What follows belongs to an exercise in optimizing a design on an open flow for small area, a short achievable clock period and few clock cycles; a production flow would make more cautious choices.
At most, simulation tests tie the RTL to the original design; equivalence was not proved.
The RTL of runs 1 to 3 was laid out without a check of its function.
Power figures rest on the tool's default switching activity, not on a simulated workload.

==> design.v <==
module divider
(
	input  wire        clk         ,
	input  wire        rst         ,
	input  wire [63:0] divisor     ,
	input  wire [63:0] dividend    ,
	input  wire [9 :0] inst_op_f3  ,
	input  wire        div_ready   ,
	output wire [63:0] div_rem_data,
	output wire        div_finish  ,
	output wire        busy_o
);
	localparam S_IDLE = 3'd0, S_NORM = 3'd1, S_ITER = 3'd2, S_NEG = 3'd3, S_DONE = 3'd4;
	reg [2:0]  state;
	reg [63:0] rem_r;    
	reg [63:0] dsr_r;    
	reg [63:0] res_r;    
	reg [5:0]  cnt_r;    
	reg [6:0]  lza_r;    
	reg [6:0]  lzb_r;    
	reg        w_r;      
	reg        rem_op_r; 
	reg        a_neg_r;  
	reg        b_neg_r;  
	reg        neg_r;    
	reg        dz_r;     
	reg        one_r;    
	reg        fneg_r;   
	function [5:0] lzc64;
		input [63:0] x;
		integer i;
		reg [31:0] v1; reg [31:0] c1;
		reg [15:0] v2; reg [31:0] c2;
		reg [7:0]  v3; reg [23:0] c3;
		reg [3:0]  v4; reg [15:0] c4;
		reg [1:0]  v5; reg [9:0]  c5;
		begin
			for (i = 0; i < 32; i = i + 1) begin
				v1[i] = x[2*i+1] | x[2*i];
				c1[i] = ~x[2*i+1];
			end
			for (i = 0; i < 16; i = i + 1) begin
				v2[i] = v1[2*i+1] | v1[2*i];
				c2[2*i+:2] = v1[2*i+1] ? {1'b0, c1[2*i+1]} : {1'b1, c1[2*i]};
			end
			for (i = 0; i < 8; i = i + 1) begin
				v3[i] = v2[2*i+1] | v2[2*i];
				c3[3*i+:3] = v2[2*i+1] ? {1'b0, c2[2*(2*i+1)+:2]} : {1'b1, c2[2*(2*i)+:2]};
			end
			for (i = 0; i < 4; i = i + 1) begin
				v4[i] = v3[2*i+1] | v3[2*i];
				c4[4*i+:4] = v3[2*i+1] ? {1'b0, c3[3*(2*i+1)+:3]} : {1'b1, c3[3*(2*i)+:3]};
			end
			for (i = 0; i < 2; i = i + 1) begin
				v5[i] = v4[2*i+1] | v4[2*i];
				c5[5*i+:5] = v4[2*i+1] ? {1'b0, c4[4*(2*i+1)+:4]} : {1'b1, c4[4*(2*i)+:4]};
			end
			lzc64 = v5[1] ? {1'b0, c5[9:5]} : {1'b1, c5[4:0]};
		end
	endfunction
	function [6:0] lz_mag;
		input [63:0] x;
		input        sgn;    
		input        w;      
		reg [5:0] c64, c32;
		reg       p64, p32;
		reg [6:0] v64;
		reg [5:0] v32;
		begin
			c64 = lzc64({x[63:1] ^ x[62:0], 1'b1});
			c32 = lzc64({x[31:1] ^ x[30:0], 1'b1, 32'd0});
			p64 = (x[62:0] & ~x[63:1]) == 63'd0;
			p32 = (x[30:0] & ~x[31:1]) == 31'd0;
			v64 = (x[63] & ~sgn) ? 7'd0 : ({1'b0, c64} + {6'd0, ~(x[63] & p64)});
			v32 = (x[31] & ~sgn) ? 6'd0 : ({1'b0, c32[4:0]} + {5'd0, ~(x[31] & p32)});
			lz_mag = w ? {1'b0, v32} + 7'd32 : v64;
		end
	endfunction
	function [63:0] inc64;
		input [63:0] x;
		input cin;
		integer i, l;
		reg [63:0] pp;
		begin
			pp = x;
			for (l = 0; l < 6; l = l + 1)
				for (i = 63; i >= 0; i = i - 1)
					if ((i >> l) & 1)
						pp[i] = pp[i] & pp[((i >> l) << l) - 1];
			inc64[0] = x[0] ^ cin;
			for (i = 1; i < 64; i = i + 1) inc64[i] = x[i] ^ (pp[i-1] & cin);
		end
	endfunction
	function [64:0] add64;
		input [63:0] x, y;
		input cin;
		integer i, l;
		reg [63:0] g, p, gg, pp;
		begin
			g = x & y; p = x ^ y;
			gg = g; pp = p;
			gg[0] = g[0] | (p[0] & cin);
			for (l = 0; l < 6; l = l + 1)
				for (i = 0; i < 64; i = i + 1)
					if ((i >> l) & 1) begin
						gg[i] = gg[i] | (pp[i] & gg[((i >> l) << l) - 1]);
						pp[i] = pp[i] & pp[((i >> l) << l) - 1];
					end
			add64[0] = p[0] ^ cin;
			for (i = 1; i < 64; i = i + 1) add64[i] = p[i] ^ gg[i-1];
			add64[64] = gg[63];
		end
	endfunction
	wire op_w      = inst_op_f3[6];
	wire op_signed = ~inst_op_f3[0];
	wire op_rem    = inst_op_f3[1];
	wire [63:0] xa = op_w ? {{32{op_signed & dividend[31]}}, dividend[31:0]} : dividend;
	wire [63:0] xb = op_w ? {{32{op_signed & divisor[31]}},  divisor[31:0]}  : divisor;
	wire a_neg  = op_signed & (op_w ? dividend[31] : dividend[63]);
	wire b_neg  = op_signed & (op_w ? divisor[31]  : divisor[63]);
	wire b_zero = (divisor[31:0] == 32'd0) & (op_w | (divisor[63:32] == 32'd0));
	wire b_one  = (xb == 64'd1) | (op_signed & (xb == {64{1'b1}}));
	wire [6:0]  sh      = lzb_r - lza_r;
	wire        early   = dz_r | one_r | (lza_r > lzb_r);
	wire [63:0] neg_in  = (state == S_NEG) ? res_r : rem_r;
	wire [63:0] neg_out = inc64(~neg_in, 1'b1);
	wire [63:0] abs_b   = b_neg_r ? inc64(~dsr_r, 1'b1) : dsr_r;
	wire [64:0] t1 = add64(rem_r, ~dsr_r, 1'b1);
	wire        q1 = t1[64];    
	wire [63:0] r1 = q1 ? t1[63:0] : rem_r;
	wire        last = (cnt_r == 6'd0);
	always @(posedge clk) begin
		if (rst) begin
			state <= S_IDLE;
		end else begin
			case (state)
				S_IDLE: if (div_ready) begin
					state    <= S_NORM;
					rem_r    <= xa;
					dsr_r    <= xb;
					res_r    <= op_rem ? (b_one ? 64'd0 : xa) : (b_one ? xa : {64{b_zero}});
					lza_r    <= lz_mag(dividend, op_signed, op_w);
					lzb_r    <= lz_mag(divisor, op_signed, op_w);
					w_r      <= op_w;
					rem_op_r <= op_rem;
					a_neg_r  <= a_neg;
					b_neg_r  <= b_neg;
					neg_r    <= op_rem ? a_neg : (a_neg ^ b_neg);
					dz_r     <= b_zero;
					one_r    <= b_one;
					fneg_r   <= ~op_rem & b_one & b_neg;
				end
				S_NORM: begin
					if (early) begin
						state <= fneg_r ? S_NEG : S_IDLE;
					end else begin
						state <= S_ITER;
						if (a_neg_r)
							rem_r <= neg_out;
						dsr_r <= abs_b << sh[5:0];
						cnt_r <= sh[5:0];
						if (!rem_op_r)
							res_r <= 64'd0;
					end
				end
				S_ITER: begin
					rem_r <= r1;
					dsr_r <= {1'b0, dsr_r[63:1]};
					res_r <= (last & rem_op_r) ? r1 : {res_r[62:0], q1};
					cnt_r <= cnt_r - 6'd1;
					if (last)
						state <= neg_r ? S_NEG : S_DONE;
				end
				S_NEG: begin
					res_r <= neg_out;
					state <= S_DONE;
				end
				default: state <= S_IDLE;
			endcase
		end
	end
	assign div_rem_data = w_r ? {{32{res_r[31]}}, res_r[31:0]} : res_r;
	assign div_finish   = (state == S_DONE) | ((state == S_NORM) & early & ~fneg_r);
	assign busy_o       = (state == S_ITER) | (state == S_NEG);
endmodule
==> run.sh <==
#!/bin/bash
# synth_recipe.tcl (not shown) runs the flow's synth.tcl, then flattens the netlist and writes it again
# the make line also repeats each setting of config.mk as NAME=value (left out here)
make -C /OpenROAD-flow-scripts/flow DESIGN_CONFIG=/design/flow/config.mk WORK_HOME=/design/flow/orfs CLKGATE_MAP_FILE= SYNTH_SCRIPT=/design/flow/synth_recipe.tcl finish
==> config.mk <==
export PLATFORM = sky130hd
export DESIGN_NAME = divider
export DESIGN_NICKNAME = divider
export VERILOG_FILES = /design/flow/design.v
export SDC_FILE = /design/flow/constraint.sdc
export NUM_CORES = 4
export LEC_CHECK = 0
export CAP_MARGIN = 20
export CORE_MARGIN = 2
export CORE_UTILIZATION = 40
export SETUP_SLACK_MARGIN = 4
export SLEW_MARGIN = 20
==> constraint.sdc <==
create_clock -name core_clock -period 10.0 [get_ports {clk}]
set_input_delay 2.0000 -clock core_clock [delete_from_list [all_inputs] [get_ports {clk}]]
set_output_delay 2.0000 -clock core_clock [all_outputs]
set_load 0.01 [all_outputs]
==> results of run 1 <==
power breakdown:
| part | internal (mW) | leakage (nW) | switching (mW) |
|---|---|---|---|
| combinational | 1.03 | 9.71 | 1.94 |
| sequential | 1.22 | 2.11 | 0.209 |
| clock | 0.601 | 0.458 | 0.497 |
| total | 2.85 | 12.3 | 2.65 |
cell type report:
cell class / count / area (µm²) / share of cell area, %
diodes: 2 / 5.00 / 0.0149
clock buffers: 37 / 777 / 2.32
clock inverters: 19 / 163 / 0.485
inverters: 271 / 1020 / 3.04
multi-input cells: 3166 / 21100 / 63.0
flip-flops and latches: 223 / 6670 / 19.9
well taps: 969 / 1210 / 3.62
repair buffers: 274 / 2550 / 7.61
synth_stat cells, types with 30 or more instances:
cell	number	area, µm²
edfxtp_1	220	6610
o22ai_1	77	482
a22oi_1	66	495
nor3_1	113	566
xor2_1	66	578
nor2_1	278	1040
a221oi_1	31	272
nand2_1	280	1050
o211ai_1	60	450
nand2b_1	32	200
o31ai_1	34	255
a21o_1	40	300
a31oi_1	61	382
buf_4	32	240
o21ai_0	382	1910
ha_1	149	1860
nand4_1	56	350
nor4_1	63	394
xnor2_1	135	1180
or3_1	33	206
a211oi_1	67	503
buf_1	30	113
and3_1	49	307
inv_1	266	998
a21oi_1	368	1840
nand3_1	116	581
mux2i_1	71	711
clkbuf_1	240	901
sequential cells by signal, summed over array words and instances (netlist names), 3 cells and up:
| register | cells |
|---|---|
| dsr_r | 64 |
| state | 3 |
| lzb_r | 7 |
| cnt_r | 6 |
| res_r | 64 |
| lza_r | 7 |
| rem_r | 64 |
through the flow:
step | util [%] | setup WS (ps) | std cells
after CTS | 45.1 | 4120 | 4958
after detailed placement | 43.8 | 3490 | 4902
after global placement | 43.8 | 3520 | 4902
after floorplan | - | 4380 | 3982
final | 45.1 | 4190 | 4961
after global routing | 45.1 | 4050 | 4960
logic make-up after synthesis:
family | count (synthesis) | synth area share (%)
adder cells (fa/ha/maj) | 156 | 6.69
buffers and inverters | 593 | 7.94
AO/OA/AOI/OAI | 1528 | 33.2
flip-flops | 223 | 22.2
multiplexers | 109 | 4.48
AND/OR/NAND/NOR | 1172 | 19.6
XOR/XNOR | 201 | 5.88
worst max-delay path: stages, from the launching register on:
cell,delay [ps]
edfxtp_1,400
ha_1,520
o21a_1,180
o21a_1,100
o21a_1,90
o21ai_0,60
nand2b_1,70
a21oi_1,90
o21ai_0,200
buf_4,190
nand3b_1,90
a21oi_1,490
clkdlybuf4s50_1,650
worst max-delay path by stage:
stage	to	slack [ps]	startpoint
2_1_floorplan	res_r[61]	4380	state[2]
3_3_place_gp	lzb_r[6]	3520	divisor[1]
3_5_place_dp	lzb_r[6]	3490	divisor[1]
4_1_cts	lzb_r[6]	4120	divisor[1]
5_1_grt	lzb_r[4]	4050	divisor[1]
6_report	div_finish	4190	lzb_r[2]
metal layers:
| metal | part of all wire [%] | track usage [%] |
|---|---|---|
| met5 | 0.019 | 0 |
| met4 | 4.7 | 14.3 |
| met3 | 13 | 7.46 |
| met2 | 41 | 50.0 |
| met1 | 41 | 48.9 |
timing repair:
| action | 4_1_cts | 5_1_grt |
|---|---|---|
| endpoints found under the setup margin | 0 | 4 |
| buffers inserted | 0 | 0 |
| resized for setup | 0 | 3 |
==> summary.md, run 1 <==
| Metric | Value |
|---|---|
| Status | complete, no violations |
| Crit path kind | reg2out |
| DRC viols | 0 |
| Worst-Margin Slew | ~1200 ps |
| Setup crit end kind | output port |
| Final Critical Period | ~5800 ps |
| H-Tree Depth | 1 |
| Core ar. | 74300 µm² |
| Initial antenna violation count | 5 |
| Hold EP | state[0] |
| CTS tree | built |
| Number of hold buffers added after CTS | 0 |
| Routability cong. | around 0.98 |
| Synthesized instance count | around 4000 |
| Final Routed Wirelength | 139000 µm |
| TNS Setup | 0 ps |
| Max frequency | between 150 and 200 MHz |
| Worst r2r src | dsr_r[0] |
| Post-synth EDFFs | 220 |
| Row cnt | 100 |
| First-pass GRT wire length | between 200000 and 250000 µm |
| Hold slack | approximately 560 ps |
| Fin. Hold Viols | 0 |
| Worst r2r dst | rem_r[55] |
| Layout cells sized above 1 | 6.14% |
| Largest net degree at the start of global routing | 99 |
| Tot GR Track Use | approximately 34% |
| Critical Path AT | around 3800 ps |
| Via density | 6.88 |
| # setup viols final | 0 |
| Most frequent cells in the layout | o21ai_0, a21oi_1, nand2_1 |
| DIE AREA | ~77000 µm² |
| Initial Utilization | ~40% |
| Max Cap Viol | 0 |
| Routed wire per std cell | 28.0 µm |
| CTS sink count | approximately 220 |
| DRT iter0 DRCs | between 5000 and 6000 |
| Register clock-pin slew on the reported worst setup and hold paths | roughly 60 ps |
| #FFs+latches synth | 223 |
| Fin. max-slew vios | 0 |
| Die height | 278 µm |
| Nets | between 4000 and 5000 |
| Reg-to-reg setup timing slack | 4430 ps |
| Worst Skew | 82.4 ps |
| Yosys cell types | between 100 and 150 |
| Crit-path max FO | 6 |
| Seq/Total Area, Yosys | between 20% and 30% |
| Post-Syn Area | 30000 µm² |
| Die X | 278 µm |
| Worst EP required | around 8000 ps |
| Area after DPL | roughly 33000 µm² |
| Vias | approximately 34000 |
| Final Instance Area | approximately 34000 µm² |
| Half-perimeter wire length after placement | between 100000 and 150000 µm |
| Synth async-reset ratio | 0% |
| Predominant post-synthesis flop cell | edfxtp_1 |
| P_leak | between 10 and 15 nW |
| Clk root buf | clkbuf_16 |
| # IOs | roughly 210 |
| Antenna Nets Post-Route | 0 |
| Most common cell after layout, fill and taps aside | o21ai_0 |
| Reg2Reg Depth | 14 |
| YS warnings | 1 |
| Worst Hold Class | reg2reg |
| Drt pass-1 iters | 7 |
| Pwr/cell area | approximately 160 nW/µm² |
| RSZ-0062 raised after global routing | no |
| Worst skew pair latency | about 660 ps |
| Relative slew slack | between 20% and 30% |
| HP Start | fneg_r |
| VDD IR max | roughly 0.00015 V |
| Area Growth Syn to Fin | 11.9% |
| Avg Synthesized Cell Area | approximately 7.5 µm² |
| Final-layout fill cell count | ~7600 |
| Total grt overflow | 0 |
| TritonCTS buffer count | 30 |
| Power after layout | approximately 5.5 mW |
| Final period utilization | 58.1% |
| CP Launch Type | flip-flop |
| Port Buffer Count | between 150 and 200 |
| Worst hold path depth | 2 |
| Clock Tree Buf Depth | 3 |
| Number of global-route vias before repair | 30800 |
| Syn_nets | approximately 4300 |
==> inputs of run 2 (changes only) <==
--- a/config.mk
+++ b/config.mk
@@ -10,3 +10,2 @@
 export CORE_UTILIZATION = 40
-export SETUP_SLACK_MARGIN = 4
 export SLEW_MARGIN = 20
==> summary.md, run 2 <==
| Metric | Value |
|---|---|
| Status | complete, no violations |
| Post-Syn Area | between 20000 and 30000 µm² |
| # IOs | 207 |
| Initial Utilization | approximately two fifths |
| Layout cells sized above 1 | 6.25% |
| Final Critical Period | around 5900 ps |
| Synthesized instance count | ~4000 |
| DRT iter0 DRCs | roughly 5300 |
| Synth top cells by count | o21ai_0, a21oi_1, nand2_1 |
| Largest net degree at the start of global routing | 87 |
| Setup Buffers After CTS | 0 |
| Fin. max-slew vios | 0 |
| Die height | ~280 µm |
| Int Pwr | about 3 mW |
| Final period utilization | roughly three fifths |
| VDD IR max | 0.000169 V |
| Avg Synthesized Cell Area | around 7.5 µm² |
| YS warnings | 1 |
| Worst EP required | around 10000 ps |
| Core ar. | ~74000 µm² |
| Vias | 34000 |
| Pwr/cell area | approximately 170 nW/µm² |
| Max Cap Viol | 0 |
| #FFs+latches synth | 223 |
| Worst Hold Class | reg2reg |
| Final Routed Wirelength | ~140000 µm |
| Routed wire per std cell | 27.8 µm |
| P_leak | 12.3 nW |
| Max frequency | around 170 MHz |
| TritonCTS buffer count | 30 |
| Area Growth Syn to Fin | 12.1% |
| Yosys cell types | 106 |
| Critical Path AT | about 6400 ps |
| Relative slew slack | about 16% |
| Power share of the clock group | a little over a fifth |
| # setup viols final | 0 |
| Largest regs | dsr_r (64), rem_r (64), res_r (64) |
| Total grt overflow | 0 |
| Nets | roughly 4300 |
| CTS tree | built |
| Die X | between 200 and 300 µm |
| CP Launch Type | primary input |
| First-pass GRT wire length | just over 200000 µm |
| Clock Tree Buf Depth | 3 |
| Dominant cells by area after synthesis | edfxtp_1, o21ai_0, ha_1, a21oi_1, xnor2_1 |
| RSZ-0062 raised after global routing | no |
| Drt pass-1 iters | 8 |
| Predominant post-synthesis flop cell | edfxtp_1 |
| H-Tree Depth | 1 |
| Reg power frac | approximately a quarter |
| Switching power | 2.66 mW |
| Top-count cell post-synth | o21ai_0 |
| ANT cells | 0 |
| Worst Skew | 38.0 ps |
| Half-perimeter wire length after placement | 101000 µm |
| Crit path kind | in2reg |
| Top cell type's share of synthesized area | around 22% |
| Fin. Hold Viols | 0 |
| Synth async-reset ratio | 0% |
| Setup crit end kind | flip-flop |
| Worst-Margin Slew | ~1300 ps |
| Tot GR Track Use | roughly 34% |
| Most frequent cells in the layout | o21ai_0, a21oi_1, nand2_1 |
| Syn_nets | roughly 4300 |
| Dominant cell type by area after synthesis | edfxtp_1 |
| DIE AREA | approximately 77000 µm² |
| Post-synth EDFFs | between 200 and 250 |
| Via density | ~7 |
| Most common cell after layout, fill and taps aside | o21ai_0 |
| Port Buffer Count | between 150 and 200 |
| Power after layout | 5.59 mW |
| Seq/Total Area, Yosys | between 20 and 25% |
| Antenna Nets Post-Route | 0 |
| Worst skew pair latency | between 600 and 700 ps |
| DRC viols | 0 |
| Clk root buf | clkbuf_16 |
| CTS sink count | between 200 and 250 |
| Initial antenna violation count | 0 |
| Net Sw Frac | 47.6% |
| Gates resized, CTS repair | 0 |
| Logic pwr share | between 50% and 60% |
| Number of hold buffers added after CTS | 0 |
| Number of global-route vias before repair | 30700 |
| Register clock-pin slew on the reported worst setup and hold paths | about 60 ps |
| Routability cong. | around 0.98 |
| TNS Setup | 0 ps |
| Fin util | between 40 and 50% |
| Crit-path max FO | 64 |
| Row cnt | 100 |
## run 2: cell count changes in the layout (fill, tap and decap cells not counted), moves of 2 or more
| cell | delta |
|---|---|
| buf_4 | -3 |
| clkinv_1 | -6 |
| diode_2 | -2 |
| clkbuf_1 | -4 |
| bufinv_16 | +3 |
| clkinvlp_4 | +4 |
## run 2: area by class of cell
| class | instances | area [µm²] |
|---|---|---|
| fillers | 7511 | 40700 |
| well taps | 969 | 1210 |
| repair buffers | 271 | 2550 |
| clock buffers | 33 | 762 |
| inverters | 271 | 1020 |
| clock inverters | 21 | 269 |
| multi-input cells | 3166 | 21100 |
| flip-flops and latches | 223 | 6670 |
## run 2: cell families after synthesis
logic type               Yosys count  share of synthesized area (%)
buffers and inverters            593                           7.94
multiplexers                     109                           4.48
adder cells (fa/ha/maj)          156                           6.69
XOR/XNOR                         201                           5.88
AND/OR/NAND/NOR                 1172                           19.6
flip-flops                       223                           22.2
AO/OA/AOI/OAI                   1528                           33.2
## run 2: path summary, 6_finish.rpt
| check | from | end | slack [ps] | cells past startpoint |
|---|---|---|---|---|
| max reg2reg | state[0] | res_r[49] | 4340 | 14 |
| min | fneg_r | state[0] | 530 | 2 |
| min reg2reg | fneg_r | state[0] | 530 | 2 |
| max | divisor[49] | res_r[44] | 4090 | 11 |
## run 2: critical path: stages
cell	delay (ps)
clkdlybuf4s50_1	630
inv_1	120
or3_1	420
nor4_1	580
a21boi_0	230
o21ai_1	750
xor2_4	160
buf_4	700
a21oi_1	170
or2_0	240
a211oi_1	240
## run 2: through the flow
stage                     std cells  hold slack (ps)  instance area [µm²]  worst slack, ps
after floorplan                3982              492                30000             2260
after global placement         4898              523                32500             3540
after detailed placement       4899              514                32500             3540
after CTS                      4953              528                33600             4180
after global routing           4954              577                33600             3750
final                          4954              530                33600             4090
## run 2: power by group through the flow
stage               Sequential [mW]  Clock (mW)  Combinational [mW]
finish                         1.44        1.19                2.95
global route                   1.45        1.22                3.13
CTS                            1.43        1.19                2.84
detailed placement             1.45           0                2.82
global placement               1.45           0                2.81
floorplan                      1.34           0                1.92
## run 2: layer usage
layer / up-vias / part of all wire (%) / wire (µm) / GRT usage (%)
met3: 367 / 14 / 18700 / 9.13
met2: 2404 / 41 / 56900 / 49.4
met5: - / 0 / 0 / 0
li1: 15100 / - / - / -
met1: 16100 / 40 / 55500 / 47.4
met4: 0 / 4.7 / 6500 / 13.9
==> inputs of run 3 (changes only) <==
--- a/design.v
+++ b/design.v
@@ -15,3 +15,3 @@
 	reg [63:0] rem_r;    
-	reg [63:0] dsr_r;    
+	reg [64:0] dsr_r;    
 	reg [63:0] res_r;    
@@ -21,3 +21,3 @@
 	reg        w_r;      
-	reg        rem_op_r; 
+	reg        out_rem_r; 
 	reg        a_neg_r;  
@@ -28,3 +28,3 @@
 	reg        fneg_r;   
-	function [5:0] lzc64;
+	function [10:0] lzc64;
 		input [63:0] x;
@@ -57,3 +57,3 @@
 			end
-			lzc64 = v5[1] ? {1'b0, c5[9:5]} : {1'b1, c5[4:0]};
+			lzc64 = {c5[4:0], v5[1] ? {1'b0, c5[9:5]} : {1'b1, c5[4:0]}};
 		end
@@ -64,2 +64,3 @@
 		input        w;      
+		reg [10:0] c;
 		reg [5:0] c64, c32;
@@ -69,4 +70,5 @@
 		begin
-			c64 = lzc64({x[63:1] ^ x[62:0], 1'b1});
-			c32 = lzc64({x[31:1] ^ x[30:0], 1'b1, 32'd0});
+			c   = lzc64({x[63:1] ^ x[62:0], 1'b1});
+			c64 = c[5:0];
+			c32 = {1'b0, c[10:6]};
 			p64 = (x[62:0] & ~x[63:1]) == 63'd0;
@@ -93,7 +95,7 @@
 	endfunction
-	function [64:0] add64;
-		input [63:0] x, y;
+	function [65:0] add65;
+		input [64:0] x, y;
 		input cin;
 		integer i, l;
-		reg [63:0] g, p, gg, pp;
+		reg [64:0] g, p, gg, pp;
 		begin
@@ -102,4 +104,4 @@
 			gg[0] = g[0] | (p[0] & cin);
-			for (l = 0; l < 6; l = l + 1)
-				for (i = 0; i < 64; i = i + 1)
+			for (l = 0; l < 7; l = l + 1)
+				for (i = 0; i < 65; i = i + 1)
 					if ((i >> l) & 1) begin
@@ -108,5 +110,5 @@
 					end
-			add64[0] = p[0] ^ cin;
-			for (i = 1; i < 64; i = i + 1) add64[i] = p[i] ^ gg[i-1];
-			add64[64] = gg[63];
+			add65[0] = p[0] ^ cin;
+			for (i = 1; i < 65; i = i + 1) add65[i] = p[i] ^ gg[i-1];
+			add65[65] = gg[64];
 		end
@@ -124,7 +126,7 @@
 	wire        early   = dz_r | one_r | (lza_r > lzb_r);
-	wire [63:0] neg_in  = (state == S_NEG) ? res_r : rem_r;
+	wire [63:0] neg_in  = (state == S_NEG && !out_rem_r) ? res_r : rem_r;
 	wire [63:0] neg_out = inc64(~neg_in, 1'b1);
-	wire [63:0] abs_b   = b_neg_r ? inc64(~dsr_r, 1'b1) : dsr_r;
-	wire [64:0] t1 = add64(rem_r, ~dsr_r, 1'b1);
-	wire        q1 = t1[64];    
+	wire [64:0] dsr_sh  = dsr_r << sh[5:0];
+	wire [65:0] t1 = add65({1'b0, rem_r}, dsr_r, ~b_neg_r);
+	wire        q1 = ~t1[64];   
 	wire [63:0] r1 = q1 ? t1[63:0] : rem_r;
@@ -139,4 +141,4 @@
 					rem_r    <= xa;
-					dsr_r    <= xb;
-					res_r    <= op_rem ? (b_one ? 64'd0 : xa) : (b_one ? xa : {64{b_zero}});
+					dsr_r    <= {b_neg, xb};
+					res_r    <= b_one ? (op_rem ? 64'd0 : xa) : {64{b_zero}};
 					lza_r    <= lz_mag(dividend, op_signed, op_w);
@@ -144,3 +146,3 @@
 					w_r      <= op_w;
-					rem_op_r <= op_rem;
+					out_rem_r <= op_rem & ~b_one;
 					a_neg_r  <= a_neg;
@@ -159,6 +161,5 @@
 							rem_r <= neg_out;
-						dsr_r <= abs_b << sh[5:0];
+						dsr_r <= b_neg_r ? dsr_sh : ~dsr_sh;
 						cnt_r <= sh[5:0];
-						if (!rem_op_r)
-							res_r <= 64'd0;
+						res_r <= 64'd0;
 					end
@@ -167,4 +168,4 @@
 					rem_r <= r1;
-					dsr_r <= {1'b0, dsr_r[63:1]};
-					res_r <= (last & rem_op_r) ? r1 : {res_r[62:0], q1};
+					dsr_r <= {1'b1, dsr_r[64:1]};
+					res_r <= {res_r[62:0], q1};
 					cnt_r <= cnt_r - 6'd1;
@@ -174,3 +175,6 @@
 				S_NEG: begin
-					res_r <= neg_out;
+					if (out_rem_r)
+						rem_r <= neg_out;
+					else
+						res_r <= neg_out;
 					state <= S_DONE;
@@ -181,3 +185,4 @@
 	end
-	assign div_rem_data = w_r ? {{32{res_r[31]}}, res_r[31:0]} : res_r;
+	wire [63:0] res = out_rem_r ? rem_r : res_r;
+	assign div_rem_data = w_r ? {{32{res[31]}}, res[31:0]} : res;
 	assign div_finish   = (state == S_DONE) | ((state == S_NORM) & early & ~fneg_r);
--- a/config.mk
+++ b/config.mk
@@ -10,2 +10,3 @@
 export CORE_UTILIZATION = 40
+export SETUP_SLACK_MARGIN = 5
 export SLEW_MARGIN = 20
==> summary.md, run 3 <==
| Metric | Value |
|---|---|
| Power after layout | between 6 and 7 mW |
| Most common cell after layout, fill and taps aside | nand2_1 |
| Core ar. | approximately 66000 µm² |
| Half-perimeter wire length after placement | 80600 µm |
| Tot GR Track Use | a little over 30% |
| Post-synth EDFFs | between 200 and 250 |
| Relative slew slack | between 20% and 30% |
| Final period utilization | approximately half |
| Worst Skew | ~30 ps |
| Max Cap Viol | 0 |
| Max frequency | between 150 and 200 MHz |
| CTS sink count | around 220 |
| Die height | between 200 and 300 µm |
| Worst skew pair latency | 620 ps |
| Final-layout fill cell count | between 6000 and 7000 |
| Fin cells | around 4100 |
| Hold EP | state[2] |
| Top-count cell post-synth | nand2_1 |
| Critical Path AT | around 5400 ps |
| Final Routed Wirelength | 114000 µm |
| Worst r2r src | out_rem_r |
| # setup viols final | 0 |
| TritonCTS buffer count | 30 |
| Status | complete, no violations |
| Antenna Nets Post-Route | 0 |
| Port Buffer Count | 199 |
| Worst hold path depth | 1 |
| Worst r2r dst | res_r[61] |
| Seq/Total Area, Yosys | approximately a quarter |
| P_leak | 12.3 nW |
| Routability cong. | ~0.96 |
| Layout cells sized above 1 | around a tenth |
| Dominant cell type by area after synthesis | edfxtp_1 |
| First-pass GRT wire length | roughly 170000 µm |
| Top cell type's share of synthesized area | between 20% and 30% |
| Reg with most FFs | dsr_r |
| Total grt overflow | 0 |
| Fin. Hold Viols | 0 |
| YS warnings | 1 |
| # IOs | around 210 |
| HP Start | neg_r |
| Initial antenna violation count | 0 |
| TNS Setup | 0 ps |
| Clk root buf | clkbuf_16 |
| Largest regs | dsr_r (65), rem_r (64), res_r (64) |
| Number of hold buffers added after CTS | 0 |
| H-Tree Depth | 1 |
| Crit-path max FO | 30 |
| Dominant cells by area after synthesis | edfxtp_1, mux2i_1, ha_1, mux4_2, o21ai_0 |
| Register clock-pin slew on the reported worst setup and hold paths | approximately 60 ps |
| CP Launch Type | primary input |
| Vias | between 20000 and 30000 |
| Nets | about 3500 |
| Clock Tree Buf Depth | 3 |
| Largest net degree at the start of global routing | 74 |
| Predominant post-synthesis flop cell | edfxtp_1 |
| Worst-Margin Slew | 1140 ps |
| ANT cells | 0 |
| Syn_nets | between 3000 and 4000 |
| Placed cell count | about 4000 |
| Fin util | 47.7% |
| Drt pass-1 iters | 6 |
| Via density | 6.66 |
| VDD IR max | between 0.0001 and 0.00015 V |
| Final Critical Period | between 5000 and 6000 ps |
| Die X | between 200 and 300 µm |
| Worst EP required | between 10000 and 15000 ps |
| Most frequent cells in the layout | nand2_1, o21ai_0, mux2i_1 |
| Worst Hold Class | reg2reg |
| Fin. max-slew vios | 0 |
| Row cnt | 94 |
| DRT iter0 DRCs | 3121 |
| Post-Syn Area | between 20000 and 30000 µm² |
| Reg-to-reg setup timing slack | 5120 ps |
| Synth async-reset ratio | 0% |
| Area Growth Syn to Fin | 17.5% |
| Number of global-route vias before repair | 26500 |
| CTS tree | built |
| Yosys cell types | slightly below 90 |
| Pwr/cell area | 218 nW/µm² |
| Crit path kind | in2reg |
| #FFs+latches synth | 224 |
| Synthesized instance count | approximately 3100 |
| RSZ-0062 raised after global routing | yes |
| Max reg flops | between 60 and 70 |
| Initial Utilization | between 40% and 50% |
| Synth top cells by count | nand2_1, o21ai_0, mux2i_1 |
| Setup crit end kind | flip-flop |
| Reg2Reg Depth | 11 |
| Avg Synthesized Cell Area | 8.54 µm² |
| DIE AREA | around 70000 µm² |
| DRC viols | 0 |
| Routed wire per std cell | roughly 28 µm |
==> run 3: cell types whose count changed after synthesis, moves of 52 or more <==
cell	delta
clkbuf_1	-85
mux2i_1	+168
o21ai_0	-139
inv_1	-111
xor2_1	+52
nor2_1	-63
a21oi_1	-159
==> run 3: power breakdown <==
part	leakage [nW]	internal (mW)	switching, mW
Clock	0.497	0.669	0.473
Combinational	9.70	1.60	2.42
Sequential	2.12	1.36	0.344
Total	12.3	3.63	3.24
==> run 3: final cells by class <==
type,count,area (µm²),share of cell area [%]
clock buffers,41,852,2.71
inverters,158,594,1.89
multi-input cells,2550,19200,61.2
repair buffers,276,2830,9.01
clock inverters,14,159,0.505
flip-flops and latches,224,6700,21.3
well taps,864,1080,3.44
==> run 3: per-stage QoR <==
step / hold WS [ps] / setup WS [ps] / instance area (µm²)
finish: 544 / 4920 / 31500
global route: 573 / 4880 / 31500
CTS: 545 / 5000 / 31100
detailed placement: 541 / 3290 / 29500
global placement: 522 / 3410 / 29500
floorplan: 467 / 5000 / 26800
==> run 3: timing repair <==
action | 4_1_cts | 5_1_grt
resized for setup | 100 | 66
cloned | 3 | 4
setup buffers | 16 | 10
pin swaps | 8 | 12
setup endpoints to repair | 225 | 139
==> run 3: critical path: stages <==
cell             delay (ps)
clkdlybuf4s50_1         640
nand4_1                 240
nor4_2                  460
a31oi_2                 270
o41ai_1                 500
buf_4                   240
or3_4                   520
o211ai_1                170
a21oi_1                 210
nand3_1                 140
==> run 3: logic make-up (layout without fill, tap and decap cells) <==
family	count (synthesis)	in the layout	synth area share (%)
xor+xnor	218	218	7.13
flops	224	224	25.0
simple gates	923	923	17.0
compound gates	907	907	22.1
fa+ha+maj	151	151	7.28
buf+inv	360	489	5.23
mux	351	351	16.3
==> run 3: worst max-delay path by stage <==
stage | from | depth (start not counted) | endpoint | slack (ps)
global placement | dividend[31] | 13 | lza_r[4] | 3410
global route | divisor[47] | 13 | lzb_r[4] | 4880
detailed placement | dividend[31] | 13 | lza_r[4] | 3290
floorplan | divisor[63] | 13 | lzb_r[4] | 5000
CTS | divisor[53] | 13 | lzb_r[4] | 5000
finish | divisor[33] | 10 | res_r[0] | 4920
==> run 3: metal layers <==
metal | track usage [%] | part of all wire (%)
met5 | 0 | 0
met4 | 15.5 | 5.2
met3 | 4.72 | 9.3
met2 | 48.6 | 44
met1 | 41.9 | 41
==> inputs of run 4 (changes only) <==
--- a/design.v
+++ b/design.v
@@ -156,3 +156,5 @@
 					if (early) begin
-						state <= fneg_r ? S_NEG : S_IDLE;
+						if (fneg_r)
+							res_r <= neg_out;
+						state <= fneg_r ? S_DONE : S_IDLE;
 					end else begin
==> summary.md, run 4 <==
| Metric | Value |
|---|---|
| Via density | 6.53 |
| Routability cong. | about 0.95 |
| Routed wire per std cell | approximately 27 µm |
| Post-synth EDFFs | between 200 and 250 |
| Reg2Reg Depth | 14 |
| # IOs | just over 200 |
| Net Sw Frac | between 40% and 50% |
| Synth async-reset ratio | 0% |
| Power share of the clock group | 21.4% |
| Reg power frac | a little over a quarter |
| Row cnt | 94 |
| Hold EP | state[0] |
| Logic pwr share | 51.4% |
| Initial antenna violation count | 9 |
| Die X | between 200 and 300 µm |
| Top-count cell post-synth | o21ai_0 |
| Drt pass-1 iters | 6 |
| Fin util | between 40% and 50% |
| #FFs+latches synth | approximately 220 |
| Post-synthesis xor/xnor area fraction | under 10% |
| Largest family of logic cells by synthesized area | compound AO/OA/AOI/OAI gates |
| Placed cell count | between 4000 and 5000 |
| P_leak | between 10 and 15 nW |
| Predominant post-synthesis flop cell | edfxtp_1 |
| Max frequency | between 150 and 200 MHz |
| HP Start | neg_r |
| Setup crit end kind | output port |
| Seq/Total Area, Yosys | 25.3% |
| Register clock-pin slew on the reported worst setup and hold paths | ~70 ps |
| Slowest-stage cell, CP | mux2i_1 |
| Port Buffer Count | 199 |
| Worst Skew | around 31 ps |
| Synthesized instance count | between 3000 and 4000 |
| Largest regs | dsr_r (65), rem_r (64), res_r (64) |
| Relative slew slack | 14.6% |
| Number of hold buffers added after CTS | 0 |
| Syn_nets | 3505 |
| Dominant cell type by area after synthesis | edfxtp_1 |
| Status | complete, no violations |
| Largest net degree at the start of global routing | between 70 and 80 |
| Adder-cell share of the synthesized area | ~7.4% |
| Critical Path AT | ~3000 ps |
| Layout cells sized above 1 | roughly a tenth |
| CP bufs+invs | 3 |
| Worst EP required | approximately 8000 ps |
| H-Tree Depth | 1 |
| CTS tree | built |
| Final Critical Period | ~5000 ps |
| Final Routed Wirelength | between 100000 and 150000 µm |
| Fin. max-slew vios | 0 |
| RSZ-0062 raised after global routing | no |
| Vias | about 27000 |
| Most frequent cells in the layout | o21ai_0, a21oi_1, nand2_1 |
| Worst r2r src | b_neg_r |
| Post-synthesis mux area share | between 10% and 20% |
| Yosys cell types | 95 |
| Post-Syn Area | roughly 26000 µm² |
| Clk root buf | clkbuf_16 |
| Switching power | between 2 and 2.5 mW |
| Final Instance Area | a little over 30000 µm² |
| Worst Hold Class | reg2reg |
| Worst hold path depth | 2 |
| Fin cells | ~4200 |
| TritonCTS buffer count | 30 |
| Half-perimeter wire length after placement | between 70000 and 80000 µm |
| Worst skew pair latency | around 620 ps |
| TNS Setup | 0 ps |
| Total grt overflow | 0 |
| Final period utilization | around 50% |
| Synth Area in Simple Gates | roughly 17% |
| Fin. Hold Viols | 0 |
| First-pass GRT wire length | 161000 µm |
| DRT iter0 DRCs | between 4000 and 5000 |
| Number of global-route vias before repair | ~25000 |
| Clock Tree Buf Depth | 3 |
| Top cell type's share of synthesized area | about a quarter |
| Avg Synthesized Cell Area | between 8 and 9 µm² |
| Reg-to-reg setup timing slack | 5200 ps |
| DRC viols | 0 |
| Antenna Nets Post-Route | 0 |
| Worst r2r dst | rem_r[45] |
| Nets | 3582 |
| Int Pwr | between 3 and 4 mW |
| Synth top cells by count | o21ai_0, a21oi_1, nand2_1 |
| VDD IR max | approximately 0.00014 V |
| Worst-Margin Slew | roughly 1300 ps |
| Die height | 261 µm |
| Max Cap Viol | 0 |
| Pwr/cell area | 177 nW/µm² |
| Tot GR Track Use | a little under a third |
| Reg with most FFs | dsr_r |
| Max reg flops | 65 |
| Core ar. | 65600 µm² |
| Area after DPL | slightly below 30000 µm² |
| Cell family with most CP delay | buffers and inverters |
| CP peak stage delay | ~630 ps |
| Compound-gate portion of the synthesized area | approximately 25% |
| CTS sink count | 224 |
| # setup viols final | 0 |
| Critical path depth in cells | 5 |
| CP Launch Type | flip-flop |
| YS warnings | 1 |
| DIE AREA | about 68000 µm² |
| Crit path kind | reg2out |
| Dominant cells by area after synthesis | edfxtp_1, ha_1, mux2i_1, o21ai_0, a21oi_1 |
| Initial Utilization | 40.3% |
| Worst-path cell chain | buf_6 -> buf_8 -> mux2i_1 -> a21oi_1 -> clkdlybuf4s50_1 |
| Area Growth Syn to Fin | 16.1% |
| Crit-path max FO | 38 |
| Most common cell after layout, fill and taps aside | o21ai_0 |
[run 4: cell count changes after synthesis, sizes merged, moves of 20 or more]
cell / before / now
o21ai: 248 / 342
nand3: 85 / 53
o22ai: 28 / 49
a21oi: 209 / 303
mux2i: 239 / 168
a221oi: 33 / 13
[run 4: worst reg2reg max path: stages (launching register included)]
cell,delay [ps]
edfxtp_1,390
buf_8,230
fa_1,450
fa_1,420
nand2b_1,190
a21oi_1,280
o21a_1,280
a211oi_4,130
o21ai_4,290
o2111ai_1,260
o21ai_2,380
a211oi_2,210
and4b_1,260
nor3_4,320
clkbuf_16,330
[run 4: what timing repair did]
action,4_1_cts,5_1_grt
pin swaps,3,10
endpoints found under the setup margin,178,103
gates cloned,2,4
resized for setup,80,117
buffers inserted,2,13
[run 4: layout make-up]
class	count	area, µm²
Timing Repair Buffer	259	2500
Sequential cell	224	6700
Tap cell	864	1080
Inverter	173	662
Antenna cell	2	5.00
Clock buffer	31	754
Fill cell	6501	34900
Clock inverter	25	274
Multi-Input combinational cell	2602	18800
[run 4: how the worst max path moves through the flow]
| stage | slack (ps) | from | end |
|---|---|---|---|
| CTS | 4990 | divisor[31] | lzb_r[4] |
| floorplan | 5040 | out_rem_r | rem_r[58] |
| global placement | 3670 | divisor[31] | lzb_r[5] |
| global route | 4960 | dividend[58] | lza_r[5] |
| detailed placement | 3650 | divisor[31] | lzb_r[5] |
| finish | 4970 | out_rem_r | div_rem_data[62] |
[run 4: logic make-up after synthesis]
| logic type | count (synthesis) |
|---|---|
| AO/OA/AOI/OAI | 1077 |
| XOR/XNOR | 207 |
| AND/OR/NAND/NOR | 892 |
| adder cells (fa/ha/maj) | 151 |
| buffers and inverters | 391 |
| flip-flops | 224 |
| multiplexers | 271 |
[run 4: power by group through the flow]
| stage | clock [mW] | combinational, mW | sequential [mW] |
|---|---|---|---|
| CTS | 1.17 | 2.69 | 1.47 |
| global route | 1.20 | 3.00 | 1.49 |
| global placement | 0 | 2.65 | 1.49 |
| floorplan | 0 | 1.86 | 1.37 |
| detailed placement | 0 | 2.67 | 1.49 |
| finish | 1.16 | 2.80 | 1.48 |
[run 4: through the flow]
stage / power [mW] / hold WS, ps / setup slack (ps)
2_1_floorplan: 3.24 / 501 / 5040
3_3_place_gp: 4.15 / 541 / 3670
3_5_place_dp: 4.16 / 539 / 3650
4_1_cts: 5.33 / 552 / 4990
5_1_grt: 5.69 / 603 / 4960
6_report: 5.45 / 556 / 4970
[run 4: per-layer routing]
metal	vias up	GRT usage [%]	routed length, µm
met1	13200	44.4	46100
met5	-	0	18
met2	1632	45.0	46800
met3	249	7.27	13300
li1	12300	-	-
met4	2	13.8	5300
Testbench counts of run 4, summed over its fixed seeds: cycles 13,401.
==> inputs of run 5 (changes only) <==
--- a/config.mk
+++ b/config.mk
@@ -9,3 +9,3 @@
 export CORE_MARGIN = 2
-export CORE_UTILIZATION = 40
+export CORE_UTILIZATION = 65
 export SETUP_SLACK_MARGIN = 5
==> summary.md, run 5 <==
| Metric | Value |
|---|---|
| Fin. max-slew vios | 0 |
| Worst-Margin Slew | roughly 1200 ps |
| Relative slew slack | a little over a fifth |
| Final Instance Area | slightly above 30000 µm² |
| Largest regs | dsr_r (65), rem_r (64), res_r (64) |
| Drt pass-1 iters | 9 |
| Row cnt | 73 |
| CP bufs+invs | 2 |
| Initial Utilization | 66.2% |
| DRC viols | 0 |
| # IOs | a little over 200 |
| Final Critical Period | between 5000 and 6000 ps |
| Synthesized instance count | approximately 3200 |
| Via density | about 7.6 |
| Layout cells sized above 1 | between 10% and 20% |
| Largest net degree at the start of global routing | ~90 |
| Seq/Total Area, Yosys | around 25% |
| Initial antenna violation count | 1 |
| Reg with most FFs | dsr_r |
| Area Growth Syn to Fin | 14.7% |
| Status | complete, no violations |
| Post-Syn Area | about 26000 µm² |
| Core ar. | between 40000 and 50000 µm² |
| Crit path kind | reg2reg |
| Worst Skew | between 30 and 40 ps |
| Tot GR Track Use | between 40% and 50% |
| Predominant post-synthesis flop cell | edfxtp_1 |
| Number of global-route vias before repair | around 27000 |
| Max Cap Viol | 0 |
| Slowest-stage cell, CP | a211oi_4 |
| Vias | between 20000 and 30000 |
| Setup crit end kind | flip-flop |
| Final-layout fill cell count | 2831 |
| Critical Path AT | 5380 ps |
| CTS sink count | 224 |
| Routed wire per std cell | 27.7 µm |
| VDD IR max | approximately 0.00013 V |
| Syn_nets | about 3500 |
| Routability cong. | between 1 and 1.5 |
| Dominant cells by area after synthesis | edfxtp_1, ha_1, mux2i_1, o21ai_0, a21oi_1 |
| Worst-path cell chain | buf_8 -> fa_1 -> fa_1 -> nand2b_1 -> a21oi_1 -> o21a_1 -> a211oi_4 -> o21ai_2 -> o2111ai_1 -> o21ai_4 -> a211oi_2 -> nor4b_2 -> nor3_4 -> buf_8 |
| Dominant cell type by area after synthesis | edfxtp_1 |
| P_leak | 11.9 nW |
| DIE AREA | 42400 µm² |
| Clock Tree Buf Depth | 3 |
| Pwr/cell area | about 180 nW/µm² |
| Max frequency | about 200 MHz |
| DRT iter0 DRCs | slightly below 6000 |
| Post-synth EDFFs | around 220 |
| Max reg flops | 65 |
| First-pass GRT wire length | 157000 µm |
| CTS tree | built |
| Synth async-reset ratio | 0% |
| YS warnings | 1 |
| Port Buffer Count | slightly below 200 |
| Die height | 206 µm |
| Clk root buf | clkbuf_16 |
| Total grt overflow | 0 |
| Top-count cell post-synth | o21ai_0 |
| Fin util | between 70% and 80% |
| Most common cell after layout, fill and taps aside | o21ai_0 |
| Nets | ~3600 |
| Cell family with most CP delay | compound AO/OA/AOI/OAI gates |
| Worst Hold Class | reg2reg |
| Hold slack | roughly 580 ps |
| Yosys cell types | 95 |
| #FFs+latches synth | 224 |
| Area after DPL | about 29000 µm² |
| Fin. Hold Viols | 0 |
| Setup WS pre-CTS | 3140 ps |
| Most frequent cells in the layout | o21ai_0, a21oi_1, nand2_1 |
| TNS Setup | 0 ps |
| Final setup margin | 4890 ps |
| Die X | around 210 µm |
| Fin cells | 3831 |
| CP Launch Type | flip-flop |
| Crit-path max FO | 54 |
| RSZ-0062 raised after global routing | yes |
| Multi-input gate area | roughly 19000 µm² |
| Placed cell count | between 3000 and 4000 |
| Final period utilization | about half |
| FF+latch area | between 6000 and 7000 µm² |
| Worst EP required | approximately 10000 ps |
| Top cell type's share of synthesized area | 25.1% |
| Register clock-pin slew on the reported worst setup and hold paths | 60 ps |
| Avg Synthesized Cell Area | between 8 and 9 µm² |
| Half-perimeter wire length after placement | roughly 74000 µm |
| # setup viols final | 0 |
| Antenna Nets Post-Route | 0 |
| Final Routed Wirelength | ~110000 µm |
| Power after layout | ~5.4 mW |
| CP peak stage delay | between 600 and 700 ps |
| Synth top cells by count | o21ai_0, a21oi_1, nand2_1 |
| Worst skew pair latency | about 600 ps |
| ANT cells | 0 |
| TritonCTS buffer count | 27 |
| H-Tree Depth | 1 |
==> run 5: cell count changes in the layout (fill, tap and decap cells not counted), moves of 4 or more <==
cell and delta:
clkdlybuf4s15_1 -4, clkdlybuf4s15_2 +7, clkbuf_16 -4, dlygate4sd2_1 +6, clkbuf_2 -5, clkinvlp_4 -5
clkbuf_1 +7
==> run 5: path summary, 6_finish.rpt <==
path / start / to / slack, ps / cells after the start
setup reg to reg: b_neg_r / rem_r[52] / 4890 / 14
hold / removal: neg_r / state[0] / 580 / 2
setup / recovery: b_neg_r / rem_r[52] / 4890 / 14
hold reg to reg: neg_r / state[0] / 580 / 2
==> run 5: worst reg2reg max path: cells and delay by family, from the launching register on <==
kind,cells,cell delay [ps]
AOI/OAI and AO/OA,7,2400
buffers and inverters,2,800
and+or+nand+nor,3,600
adders and majority gates,2,580
DFF,1,380
==> run 5: cell type report <==
type | count | area share [%]
Clock buffer | 35 | 2.32
Clock inverter | 15 | 0.531
Inverter | 173 | 2.18
Multi-Input combinational cell | 2600 | 62.4
Sequential cell | 224 | 22.1
Tap cell | 525 | 2.16
Timing Repair Buffer | 259 | 8.31
==> run 5: per-layer routing <==
metal	up-vias	track usage (%)	wire length [µm]
met5	-	0	14
met4	2	29.2	8580
met3	726	18.3	17300
met2	2747	72.1	44400
met1	13300	58.6	35700
li1	12300	-	-
==> run 5: kinds of logic after synthesis <==
kind of cell / Yosys count / synth area share [%]
xor+xnor: 207 / 6.85
fa+ha+maj: 151 / 7.36
buf+inv: 391 / 5.74
compound gates: 1077 / 24.9
simple gates: 892 / 16.6
flops: 224 / 25.3
mux: 271 / 13.2
==> run 5: what timing repair did <==
item / 4_1_cts / 5_1_grt
endpoints found under the hold margin: 0 / 0
cloned: 1 / 2
buffers inserted: 7 / 13
hold buffers: 0 / 0
pin swaps: 6 / 10
gates resized for setup: 139 / 111
setup endpoints to repair: 203 / 164
==> run 5: report_power, final <==
part	switching [mW]	leakage, nW	internal [mW]
clock	0.453	0.413	0.576
combinational	1.74	9.31	1.10
sequential	0.234	2.13	1.25
total	2.43	11.9	2.93
==> inputs of run 6 (changes only) <==
--- a/design.v
+++ b/design.v
@@ -12,4 +12,7 @@
 );
-	localparam S_IDLE = 3'd0, S_NORM = 3'd1, S_ITER = 3'd2, S_NEG = 3'd3, S_DONE = 3'd4;
-	reg [2:0]  state;
+	reg        st_idle;  
+	reg        st_norm;  
+	reg        st_iter;  
+	reg        st_neg;   
+	reg        st_done;  
 	reg [63:0] rem_r;    
@@ -25,4 +28,3 @@
 	reg        neg_r;    
-	reg        dz_r;     
-	reg        one_r;    
+	reg        fast_r;   
 	reg        fneg_r;   
@@ -125,4 +127,4 @@
 	wire [6:0]  sh      = lzb_r - lza_r;
-	wire        early   = dz_r | one_r | (lza_r > lzb_r);
-	wire [63:0] neg_in  = (state == S_NEG && !out_rem_r) ? res_r : rem_r;
+	wire        early   = fast_r | (lza_r > lzb_r);
+	wire [63:0] neg_in  = (st_neg & ~out_rem_r) ? res_r : rem_r;
 	wire [63:0] neg_out = inc64(~neg_in, 1'b1);
@@ -134,54 +136,43 @@
 	always @(posedge clk) begin
-		if (rst) begin
-			state <= S_IDLE;
-		end else begin
-			case (state)
-				S_IDLE: if (div_ready) begin
-					state    <= S_NORM;
-					rem_r    <= xa;
-					dsr_r    <= {b_neg, xb};
-					res_r    <= b_one ? (op_rem ? 64'd0 : xa) : {64{b_zero}};
-					lza_r    <= lz_mag(dividend, op_signed, op_w);
-					lzb_r    <= lz_mag(divisor, op_signed, op_w);
-					w_r      <= op_w;
-					out_rem_r <= op_rem & ~b_one;
-					a_neg_r  <= a_neg;
-					b_neg_r  <= b_neg;
-					neg_r    <= op_rem ? a_neg : (a_neg ^ b_neg);
-					dz_r     <= b_zero;
-					one_r    <= b_one;
-					fneg_r   <= ~op_rem & b_one & b_neg;
-				end
-				S_NORM: begin
-					if (early) begin
-						if (fneg_r)
-							res_r <= neg_out;
-						state <= fneg_r ? S_DONE : S_IDLE;
-					end else begin
-						state <= S_ITER;
-						if (a_neg_r)
-							rem_r <= neg_out;
-						dsr_r <= b_neg_r ? dsr_sh : ~dsr_sh;
-						cnt_r <= sh[5:0];
-						res_r <= 64'd0;
-					end
-				end
-				S_ITER: begin
-					rem_r <= r1;
-					dsr_r <= {1'b1, dsr_r[64:1]};
-					res_r <= {res_r[62:0], q1};
-					cnt_r <= cnt_r - 6'd1;
-					if (last)
-						state <= neg_r ? S_NEG : S_DONE;
-				end
-				S_NEG: begin
-					if (out_rem_r)
-						rem_r <= neg_out;
-					else
-						res_r <= neg_out;
-					state <= S_DONE;
-				end
-				default: state <= S_IDLE;
-			endcase
+		lza_r   <= lz_mag(dividend, op_signed, op_w);
+		lzb_r   <= lz_mag(divisor, op_signed, op_w);
+		a_neg_r <= a_neg;
+		fast_r  <= b_zero | b_one;
+		fneg_r  <= ~op_rem & b_one & b_neg;
+		dsr_r   <= st_idle ? {b_neg, xb} :
+		           st_norm ? (b_neg_r ? dsr_sh : ~dsr_sh) :
+		                     {1'b1, dsr_r[64:1]};
+		cnt_r   <= st_norm ? sh[5:0] : cnt_r - 6'd1;
+	end
+	always @(posedge clk) begin
+		if (st_idle) begin
+			rem_r     <= xa;
+			res_r     <= {64{b_zero}};
+			w_r       <= op_w;
+			out_rem_r <= op_rem ? ~b_one : (b_one & ~b_neg);
+			b_neg_r   <= b_neg;
+			neg_r     <= op_rem ? a_neg : (a_neg ^ b_neg);
 		end
+		if (st_norm) begin
+			if (a_neg_r)
+				rem_r <= neg_out;
+			res_r <= fneg_r ? neg_out : 64'd0;
+		end
+		if (st_iter) begin
+			rem_r <= r1;
+			res_r <= {res_r[62:0], q1};
+		end
+		if (st_neg) begin
+			if (out_rem_r)
+				rem_r <= neg_out;
+			else
+				res_r <= neg_out;
+		end
+	end
+	always @(posedge clk) begin
+		st_idle <= rst | (st_idle & ~div_ready) | (st_norm & early & ~fneg_r) | st_done;
+		st_norm <= ~rst & st_idle & div_ready;
+		st_iter <= ~rst & ((st_norm & ~early) | (st_iter & ~last));
+		st_neg  <= ~rst & st_iter & last & neg_r;
+		st_done <= ~rst & ((st_norm & early & fneg_r) | (st_iter & last & ~neg_r) | st_neg);
 	end
@@ -189,4 +180,4 @@
 	assign div_rem_data = w_r ? {{32{res[31]}}, res[31:0]} : res;
-	assign div_finish   = (state == S_DONE) | ((state == S_NORM) & early & ~fneg_r);
-	assign busy_o       = (state == S_ITER) | (state == S_NEG);
+	assign div_finish   = st_done | (st_norm & early & ~fneg_r);
+	assign busy_o       = st_iter | st_neg;
 endmodule
==> flow/run.sh (new file) <==
#!/bin/bash
set -euo pipefail
bash standard.sh "BUFFER_PORTS_ARGS=-buffer_cell sky130_fd_sc_hd__buf_2" finish > standard.log 2>&1
==> standard.sh (new file) <==
#!/bin/bash
# synth_recipe.tcl (not shown) runs the flow's synth.tcl, then flattens the netlist and writes it again
# the make line also repeats each setting of config.mk as NAME=value (left out here)
make -C /OpenROAD-flow-scripts/flow DESIGN_CONFIG=/design/flow/config.mk WORK_HOME=/design/flow/orfs CLKGATE_MAP_FILE= SYNTH_SCRIPT=/design/flow/synth_recipe.tcl "${@:-finish}"
--- a/config.mk
+++ b/config.mk
@@ -9,3 +9,5 @@
 export CORE_MARGIN = 2
-export CORE_UTILIZATION = 65
+export CORE_UTILIZATION = 40
+export CTS_CLUSTER_DIAMETER = 100
+export CTS_CLUSTER_SIZE = 24
 export SETUP_SLACK_MARGIN = 5
removed: run.sh
==> summary.md, run 6 <==
| Metric | Value |
|---|---|
| Worst Skew | about 38 ps |
| Worst-Margin Slew | roughly 1100 ps |
| Largest net degree at the start of global routing | 115 |
| Max reg flops | 65 |
| Die height | ~260 µm |
| Reg2Reg Depth | 14 |
| Reg with most FFs | dsr_r |
| Worst Hold Class | reg2reg |
| Layout cells sized above 1 | 12.4% |
| Worst r2r src | b_neg_r |
| Half-perimeter wire length after placement | about 78000 µm |
| Syn_nets | ~3800 |
| Synth top cells by count | a21oi_1, mux2i_1, nand2_1 |
| Post-Syn Area | ~27000 µm² |
| Crit-path max FO | 13 |
| Routability cong. | 0.986 |
| Avg Synthesized Cell Area | 7.53 µm² |
| Port Buffer Count | between 150 and 200 |
| VDD IR max | 0.000109 V |
| Register clock-pin slew on the reported worst setup and hold paths | 100 ps |
| Final period utilization | a little under 50% |
| Nets | ~3800 |
| Final-layout fill cell count | about 6800 |
| Max frequency | 204 MHz |
| Fin. Hold Viols | 0 |
| Setup crit end kind | flip-flop |
| #FFs+latches synth | 225 |
| Pwr/cell area | approximately 220 nW/µm² |
| Status | complete, no violations |
| DRC viols | 0 |
| Area Growth Syn to Fin | 8.69% |
| Worst EP required | 10460 ps |
| Reg-to-reg setup timing slack | approximately 5300 ps |
| Predominant post-synthesis flop cell | dfxtp_1 |
| Crit path kind | in2reg |
| Largest regs | dsr_r (65), rem_r (64), res_r (64) |
| FF+latch area | about 4600 µm² |
| Dominant cell type by area after synthesis | dfxtp_1 |
| Yosys cell types | 88 |
| # setup viols final | 0 |
| Worst skew pair latency | around 560 ps |
| Antenna Nets Post-Route | 0 |
| Critical Path AT | 5360 ps |
| Initial Utilization | 40.4% |
| Most frequent cells in the layout | a21oi_1, mux2i_1, nand2_1 |
| Top-count cell post-synth | a21oi_1 |
| Clk root buf | clkbuf_16 |
| RSZ-0062 raised after global routing | yes |
| DIE AREA | slightly below 70000 µm² |
| Multi-input gate area | 20600 µm² |
| YS warnings | 1 |
| TritonCTS buffer count | 17 |
| TNS Setup | 0 ps |
| P_leak | around 12 nW |
| Core ar. | around 66000 µm² |
| Final Routed Wirelength | between 100000 and 150000 µm |
| Synth async-reset ratio | 0% |
| Top cell type's share of synthesized area | around 17% |
| CTS sink count | 225 |
| # IOs | just over 200 |
| Via density | about 6.3 |
| Vias | ~28000 |
| Final Critical Period | about 5000 ps |
| Initial antenna violation count | 4 |
| ANT cells | 0 |
| Routed wire per std cell | 24.0 µm |
| Relative slew slack | between 20% and 30% |
| Synthesized instance count | between 3000 and 4000 |
| DRT iter0 DRCs | ~3600 |
| Max Cap Viol | 0 |
| Post-synth EDFFs | 4 |
| Row cnt | 94 |
| Tot GR Track Use | between 20% and 30% |
| Most common cell after layout, fill and taps aside | a21oi_1 |
| Drt pass-1 iters | 6 |
| Seq/Total Area, Yosys | 17.1% |
| First-pass GRT wire length | about 160000 µm |
| CP Launch Type | primary input |
| Die X | roughly 260 µm |
| Critical path destination | lza_r[5] |
| Crit path from | dividend[31] |
| Placed cell count | 4367 |
| Dominant cells by area after synthesis | dfxtp_1, mux2i_1, ha_1, a21oi_1, xnor2_1 |
| Total grt overflow | 0 |
| Clock Tree Buf Depth | 3 |
| Number of hold buffers added after CTS | 0 |
| Fin. max-slew vios | 0 |
| Fin cells | between 4000 and 5000 |
| CTS tree | built |
| H-Tree Depth | 1 |
| Worst r2r dst | rem_r[29] |
| Number of global-route vias before repair | ~25000 |
[run 6: kinds of logic (layout without fill, tap and decap cells)]
logic type	count (synthesis)	after routing	synth area share (%)
AND/OR/NAND/NOR	1003	1004	18.4
flip-flops	225	225	17.1
buffers and inverters	417	434	5.98
multiplexers	394	394	16.8
XOR/XNOR	218	218	7.23
AO/OA/AOI/OAI	1112	1112	27.0
adder cells (fa/ha/maj)	151	151	7.35
[run 6: cell type report]
cell class / count / area share, %
clock buffer: 17 / 1.48
clock inverter: 12 / 0.565
inverter: 157 / 2.06
multi-input combinational: 2879 / 71.4
sequential: 225 / 15.8
tap: 864 / 3.75
timing repair buffer: 248 / 4.94
[run 6: worst min path at each step]
stage	startpoint	end	slack, ps	depth (start not counted)
global placement	cnt_r[0]	cnt_r[0]	460	1
detailed placement	cnt_r[0]	cnt_r[0]	480	1
floorplan	cnt_r[0]	cnt_r[0]	440	1
finish	cnt_r[0]	cnt_r[0]	510	1
global route	cnt_r[0]	cnt_r[0]	530	1
CTS	cnt_r[0]	cnt_r[0]	500	1
[run 6: stage by stage]
step	setup slack, ps	power (mW)	util [%]	cell area [µm²]	hold slack, ps
after floorplan	5040	4.25	-	26500	435
after global placement	3980	5.37	42.7	28100	460
after detailed placement	3920	5.39	42.8	28100	480
after CTS	5010	6.22	43.7	28700	503
after global routing	4900	6.71	43.9	28800	534
final	5100	6.33	43.9	28800	507
[run 6: critical path, cell delays in order]
cell      delay, ps
buf_2           260
inv_1           220
ha_1            470
o21ai_0         240
nand2b_1        230
a311o_1         340
a22oi_2         540
and2_1          250
o211a_1         200
nand3b_1        110
xor2_1          160
a221oi_1        330
[run 6: layer usage]
metal  vias up  track usage (%)  share of wire, %
met5         -                0                 0
met4         0             10.5               3.9
met3       183             4.49               9.7
met2      1394             45.9                43
met1     13200             41.7                43
li1      13100                -                 -
[run 6: power by group]
part           switching, mW  internal (mW)
sequential             0.337           1.05
combinational           2.48           1.66
clock                  0.433          0.383
total                   3.24           3.09
[run 6: repair_timing]
action | 4_1_cts | 5_1_grt
pin swaps | 1 | 3
buffers inserted | 1 | 3
setup endpoints to repair | 46 | 27
cloned | 1 | 0
resized for setup | 8 | 12
Testbench counts of run 6, summed over its fixed seeds: cycles 13,401.
==> inputs of run 7 (changes only) <==
--- a/config.mk
+++ b/config.mk
@@ -12,2 +12,3 @@
 export CTS_CLUSTER_SIZE = 24
+export PLACE_DENSITY = 0.8
 export SETUP_SLACK_MARGIN = 5
==> summary.md, run 7 <==
| Metric | Value |
|---|---|
| Top-count cell post-synth | a21oi_1 |
| Predominant post-synthesis flop cell | dfxtp_1 |
| Avg Synthesized Cell Area | between 7 and 8 µm² |
| Row cnt | between 90 and 100 |
| Synthesized instance count | between 3000 and 4000 |
| Max frequency | around 200 MHz |
| TNS Setup | 0 ps |
| Number of hold buffers added after CTS | 0 |
| Logic pwr share | 67.1% |
| Half-perimeter wire length after placement | around 76000 µm |
| Initial Utilization | approximately 40% |
| Final-layout fill cell count | around 6600 |
| Clock Tree Buf Depth | 3 |
| Worst Hold Class | reg2reg |
| VDD IR max | between 0.00015 and 0.0002 V |
| ANT cells | 0 |
| CTS sink count | 225 |
| Final period utilization | approximately half |
| CP Launch Type | primary input |
| # IOs | ~210 |
| Post-Syn Area | 26500 µm² |
| #FFs+latches synth | between 200 and 250 |
| Max reg flops | 65 |
| Number of global-route vias before repair | roughly 26000 |
| DIE AREA | roughly 68000 µm² |
| Reg with most FFs | dsr_r |
| Worst EP required | ~10000 ps |
| Reg power frac | 22.0% |
| Vias | 28800 |
| Clk root buf | clkbuf_16 |
| Final Routed Wirelength | between 100000 and 150000 µm |
| Most frequent cells in the layout | a21oi_1, mux2i_1, nand2_1 |
| Seq/Total Area, Yosys | between 10% and 20% |
| RSZ-0062 raised after global routing | yes |
| Crit path kind | in2reg |
| Slowest-stage cell, CP | nor3_2 |
| Synth top cells by count | a21oi_1, mux2i_1, nand2_1 |
| Port Buffer Count | a little under 200 |
| Final Critical Period | about 4900 ps |
| Power share of the clock group | 10.8% |
| Dominant cell type by area after synthesis | dfxtp_1 |
| Synth async-reset ratio | 0% |
| Core ar. | between 60000 and 70000 µm² |
| Routed wire per std cell | 23.5 µm |
| Relative slew slack | roughly a quarter |
| Cell family with most CP delay | simple AND/OR/NAND/NOR gates |
| Post-synth EDFFs | 4 |
| Antenna Nets Post-Route | 0 |
| Reg-to-reg setup timing slack | 5130 ps |
| DRT iter0 DRCs | 4414 |
| Grt met2 use | around 44% |
| Grt met1 use | between 30% and 40% |
| CTS tree | built |
| CP dominant cell by count | ha_1 |
| Register clock-pin slew on the reported worst setup and hold paths | 120 ps |
| Setup crit end kind | flip-flop |
| DRC viols | 0 |
| Drt pass-1 iters | 6 |
| Worst skew pair latency | about 560 ps |
| Status | complete, no violations |
| Layout cells sized above 1 | about an eighth |
| Int Pwr | approximately 3.0 mW |
| P_leak | between 10 and 15 nW |
| Routability cong. | 1.02 |
| Dominant cells by area after synthesis | dfxtp_1, mux2i_1, ha_1, a21oi_1, xnor2_1 |
| Top Usage Layer GRT | met2 |
| Switching power | 3.22 mW |
| Pwr/cell area | around 220 nW/µm² |
| Worst Skew | 51.1 ps |
| Net Sw Frac | approximately 52% |
| Yosys cell types | between 80 and 90 |
| Top cell type's share of synthesized area | roughly 17% |
| First-pass GRT wire length | 155000 µm |
| Fin util | a little over two fifths |
| Power after layout | approximately 6.2 mW |
| Fin. max-slew vios | 0 |
| Area Growth Syn to Fin | 7.85% |
| Largest net degree at the start of global routing | 96 |
| H-Tree Depth | 1 |
| Via density | roughly 6.6 |
| CP bufs+invs | 2 |
| Crit-path max FO | 13 |
| # setup viols final | 0 |
| Initial antenna violation count | 0 |
| Nets | 3814 |
| Max Cap Viol | 0 |
| CP peak stage delay | between 600 and 700 ps |
| Fin. Hold Viols | 0 |
| Total grt overflow | 0 |
| Largest regs | dsr_r (65), rem_r (64), res_r (64) |
| GR Layer Usage met3 | 5.12% |
| YS warnings | 1 |
| Tot GR Track Use | between 20% and 30% |
| Die height | between 200 and 300 µm |
| Most common cell after layout, fill and taps aside | a21oi_1 |
| Die X | 261 µm |
| Critical Path AT | ~5400 ps |
| Syn_nets | between 3000 and 4000 |
| Worst-Margin Slew | around 1100 ps |
| Worst-path cell chain | buf_2 -> inv_1 -> ha_1 -> o21ai_0 -> nand4b_1 -> a21oi_1 -> nor3_2 -> o41ai_1 -> nor3_1 -> ha_1 -> o211a_1 -> nand3b_1 -> xor2_1 -> a221oi_1 |
| TritonCTS buffer count | 14 |
## run 7: power by group through the flow
stage                     Sequential (mW)  Clock (mW)  Combinational [mW]
after floorplan                      1.21           0                3.04
after global placement               1.35           0                3.94
after detailed placement             1.36           0                4.00
after CTS                            1.34       0.670                4.03
after global routing                 1.37       0.703                4.48
final                                1.37       0.672                4.17
## run 7: path summary, 6_finish.rpt
check,from,end,cells after the start
setup / recovery,dividend[31],lza_r[5],14
hold / removal,cnt_r[0],cnt_r[0],1
setup reg to reg,out_rem_r,rem_r[51],12
hold reg to reg,cnt_r[0],cnt_r[0],1
## run 7: cells by family after synthesis
group	count (synthesis)	share of synthesized area, %
compound gates	1112	27.0
simple gates	1003	18.4
buf+inv	417	5.98
mux	394	16.8
flops	225	17.1
xor+xnor	218	7.23
fa+ha+maj	151	7.35
## run 7: final cells by class
cell class / count / area, µm² / area share, %
multi-input cells: 2880 / 20500 / 71.9
flip-flops and latches: 225 / 4560 / 15.9
repair buffers: 244 / 1360 / 4.74
well taps: 864 / 1080 / 3.78
inverters: 157 / 591 / 2.07
clock buffers: 19 / 399 / 1.40
clock inverters: 5 / 57.6 / 0.201
## run 7: what timing repair did
action,in CTS,in global routing
gates resized for setup,5,13
gates cloned,1,1
pin swaps,1,1
setup buffers,1,0
setup endpoints to repair,46,64
## run 7: stage by stage
step	setup slack, ps	cells	hold WS [ps]	area, µm²
6_report	5070	4394	483	28600
5_1_grt	4930	4394	510	28600
4_1_cts	4960	4393	480	28500
3_5_place_dp	3960	4367	458	28000
3_3_place_gp	4070	4367	452	28000
2_1_floorplan	5040	3520	435	26500
## run 7: metal layers
layer | wire length (µm) | vias to the layer above | part of all wire, %
met5 | 0 | - | 0
met4 | 5370 | 0 | 5.2
met3 | 12300 | 286 | 12
met2 | 44600 | 1984 | 43
met1 | 40900 | 13500 | 40
li1 | - | 13100 | -

## afterwards: timing with drivers on the ports
How much do the figures lean on ideal ports? The routed layouts below were timed once more, with nothing changed but the port constraints.
Step 1, drivers: a clkbuf_16 drives clk and a buf_2 each remaining input, both assumed.
Step 2 moves the port delays by t, midway between the first and last clock arrival at a register: inputs arrive t later, outputs are due t later. That takes back most of the time a late clock gives input paths.
Three values: ideal, step 1, step 2; two values: the first two.
run	t (ns)	setup WS [ns]	slew at the worst register clock pin (ns)
run 1	0.685	4.186 / 4.118 / 3.647	0.07 / 0.07
run 2	0.678	4.087 / 4.123 / 3.445	0.07 / 0.07
run 3	0.664	4.923 / 4.962 / 4.298	0.07 / 0.07
run 4	0.671	4.972 / 4.904 / 4.408	0.07 / 0.07
run 5	0.649	4.885 / 4.885 / 4.406	0.07 / 0.07
run 6	0.599	5.099 / 5.074 / 4.502	0.11 / 0.11
run 7	0.590	5.066 / 5.085 / 4.514	0.12 / 0.12
After both steps every run listed still meets setup and hold. For run 2, which loses most, drivers alone change the setup slack by +0.036 ns; drivers and shift together by -0.642 ns.
